Background: an optimization exercise with open tools, aiming at small area. Do not read the settings as production practice. In this exercise RTL edits were held to simulation tests only and were not proved equivalent to the original.

==> inputs of 09-17 <==
## cordic_amplitude_angle
module cordic_amplitude_angle (
    input                clk,
    input                rst_n,
    input  signed [31:0] x,
    input  signed [31:0] y,
    input                pre_vaild,
    output signed [31:0] amplitude,
    output signed [31:0] angle,
    output reg           post_vaild
);
clock: 7.5 ns
lec_check: 0
cap_margin: 20
core_margin: 2
core_utilization: 40
slew_margin: 20
standard.sh (not shown) runs the stock make flow with config.mk's settings and CLKGATE_MAP_FILE= SYNTH_SCRIPT=/design/flow/synth_recipe.tcl, a recipe that flattens the netlist after the stock synthesis.
==> flow/flow/run.sh <==
#!/bin/bash
# The standard layout flow (standard.sh) with two changes:
# - the buffers that global placement puts on every input and output port are
#   sky130_fd_sc_hd__buf_1 cells instead of the default choice (the resizer may
#   still upsize them);
# - clock tree synthesis clusters up to 25 flip-flops within 70 um per leaf
#   buffer and inserts no dummy loads.
# standard.sh's own output goes to standard_flow.log; each ORFS step keeps its
# full log under orfs/logs/.
export BUFFER_PORTS_ARGS="-buffer_cell sky130_fd_sc_hd__buf_1"
export CTS_ARGS="-sink_clustering_enable -repair_clock_nets -sink_clustering_size 25 -sink_clustering_max_diameter 70 -dont_use_dummy_load"
bash standard.sh > standard_flow.log 2>&1
==> 08-04 (differences from 09-17) <==
--- a/flow/flow/run.sh
+++ b/flow/flow/run.sh
@@ -5,3 +5,3 @@
 #   still upsize them);
-# - clock tree synthesis clusters up to 25 flip-flops within 70 um per leaf
+# - clock tree synthesis clusters up to 30 flip-flops within 80 um per leaf
 #   buffer and inserts no dummy loads.
@@ -10,3 +10,3 @@
 export BUFFER_PORTS_ARGS="-buffer_cell sky130_fd_sc_hd__buf_1"
-export CTS_ARGS="-sink_clustering_enable -repair_clock_nets -sink_clustering_size 25 -sink_clustering_max_diameter 70 -dont_use_dummy_load"
+export CTS_ARGS="-sink_clustering_enable -repair_clock_nets -sink_clustering_size 30 -sink_clustering_max_diameter 80 -dont_use_dummy_load"
 bash standard.sh > standard_flow.log 2>&1
CORE_UTILIZATION = 55   (was 40)
PLACE_DENSITY = 0.65   (was not set)
==> 07-08 (differences from 09-17) <==
==> flow/flow/run.sh (replaced) <==
#!/bin/bash
# The standard layout flow (standard.sh) with one change: the buffers that
# global placement puts on every input and output port are
# sky130_fd_sc_hd__buf_1 cells instead of the default choice (the resizer may
# still upsize them). standard.sh's own output goes to standard_flow.log; each
# ORFS step keeps its full log under orfs/logs/.
export BUFFER_PORTS_ARGS="-buffer_cell sky130_fd_sc_hd__buf_1"
bash standard.sh > standard_flow.log 2>&1
CTS_CLUSTER_DIAMETER = 85   (was not set)
CTS_CLUSTER_SIZE = 32   (was not set)
==> summary.txt <==
Origin of the worst min-delay path: 09-17 e6_s9$_DFF_P_; 07-08 e3_s7$_DFF_P_; 08-04 e2_s3$_DFF_P_
Cell with the largest stage delay on the worst path: 09-17 fa_1; 07-08 fa_1; 08-04 dfxtp_1
Number of antenna violations at the first check in global routing: 09-17 1; 07-08 1; 08-04 0
Critical Path AT: 09-17 5.62 ns; 07-08 5.64 ns; 08-04 5.67 ns
Clock network share of area: 09-17 2.140%; 07-08 2.681%; 08-04 1.801%
First-pass GRT wire length: 09-17 187000 um; 07-08 187200 um; 08-04 179300 um
Worst Reg2Reg Path Length in Cells: 09-17 31; 07-08 31; 08-04 29
Result of the run: 09-17 complete, no violations; 07-08 complete, no violations; 08-04 complete, no violations
Seq/total area: 09-17 18.73%; 07-08 18.63%; 08-04 18.97%
Met3 routing resource usage after global routing: 09-17 1.936%; 07-08 1.635%; 08-04 2.213%
Share of final-layout standard cells stronger than drive strength 1: 09-17 3.955%; 07-08 4.304%; 08-04 3.614%
Instance count on the critical path: 09-17 17; 07-08 17; 08-04 19
Initial standard-cell utilization of the core: 09-17 40.18%; 07-08 40.18%; 08-04 55.59%

========
==> inputs of job 3632 <==
cordic_amplitude_angle, a different RTL version from the one above (not shown whole).
==> flow/config.mk <==
export PLATFORM = sky130hd
export DESIGN_NAME = cordic_amplitude_angle
export DESIGN_NICKNAME = cordic_amplitude_angle
export VERILOG_FILES = /design/flow/design.v
export SDC_FILE = /design/flow/constraint.sdc
export NUM_CORES = 4
export LEC_CHECK = 0
export CAP_MARGIN = 20
export CORE_MARGIN = 2
export CORE_UTILIZATION = 40
export SLEW_MARGIN = 20
==> flow/constraint.sdc <==
create_clock -name core_clock -period 7.5 [get_ports {clk}]
set_input_delay 1.5000 -clock core_clock [delete_from_list [all_inputs] [get_ports {clk}]]
set_output_delay 1.5000 -clock core_clock [all_outputs]
set_load 0.01 [all_outputs]
==> flow/flow/run.sh <==
#!/bin/bash
# The standard layout flow (standard.sh) with one change: the buffers that
# global placement puts on every input and output port are
# sky130_fd_sc_hd__buf_1 cells instead of the default choice (the resizer may
# still upsize them). standard.sh's own output goes to standard_flow.log; each
# ORFS step keeps its full log under orfs/logs/.
export BUFFER_PORTS_ARGS="-buffer_cell sky130_fd_sc_hd__buf_1"
export RECOVER_POWER=100
bash standard.sh > standard_flow.log 2>&1
==> inputs of job 4252, as changes to job 3632 <==
--- a/flow/flow/run.sh
+++ b/flow/flow/run.sh
@@ -6,4 +6,3 @@
 # ORFS step keeps its full log under orfs/logs/.
 export BUFFER_PORTS_ARGS="-buffer_cell sky130_fd_sc_hd__buf_1"
-export RECOVER_POWER=100
 bash standard.sh > standard_flow.log 2>&1
==> qor summary <==
metric	job 3632	job 4252
Result of the run	complete, but fails checks	complete, but fails checks
Reasons for failing layout checks	capacitance limit, slew limit, setup timing	setup timing
Final Cell Area	55900 sq um	56000 sq um
Routed wl met3	4.01 mm	3.90 mm
Vias per inst	4.96	4.96
Layout cells sized above 1	5.96%	6.63%
Max-slew violations	25	0
Register-to-Register Setup Slack	-0.84 ns	-0.84 ns
Multi-input logic area	37800 sq um	37800 sq um
Final wirelength	114 mm	114 mm
Achievable clock frequency	120 MHz	120 MHz
Non-clock buffering overhead	2.78%	2.95%
Min Clock Period, post-route	8.34 ns	8.34 ns
Clock latency reported for the late side of the worst-skew pair	0.69 ns	0.68 ns
First-iteration detailed-routing DRC count	1381	1415
Reg area	10300 sq um	10300 sq um
Total setup violations reported at the end of the flow	95	8
Final Util	44.6%	44.7%
Total Neg Setup Slack	-24.91 ns	-3.85 ns
Fin crit share	111%	111%
Met2 WL	55.3 mm	55.3 mm
Number of max-cap violations	1	0
Worst-case setup margin in the final layout	-0.840 ns	-0.843 ns
Tightest Pin Transition	1.50 ns	1.05 ns

afterwards: timing with drivers on the ports:
In the flow no input, the clock included, has a driving cell. The finished layouts below were timed again as built, in two steps.
Step 1 assumes that a clkbuf_16 drives the clock port and a buf_2 every other input.
Step 2, shift: input delay + t, output delay - t, t = (earliest + latest rising clock arrival at the registers) / 2. This alone moves slack from input paths to output paths.
Slacks: no drivers / after step 1 / after step 2; pairs: no drivers / after step 1.
run	t, ns	slack for setup (ns)	clock arrival spread, ns	worst data-port slew with drivers (ns)	cell pins on the clock port's net
09-17	0.681	0.375 / 0.304 / 0.537	0.068 / 0.068	0.05	1
08-04	0.626	0.330 / 0.268 / 0.397	0.096 / 0.096	0.05	1
07-08	0.672	0.361 / 0.292 / 0.509	0.048 / 0.048	0.05	1
job 3632	0.734	-0.840 / -0.840 / -0.840	0.034 / 0.034	0.06	1
job 4252	0.734	-0.843 / -0.843 / -0.843	0.034 / 0.033	0.06	1
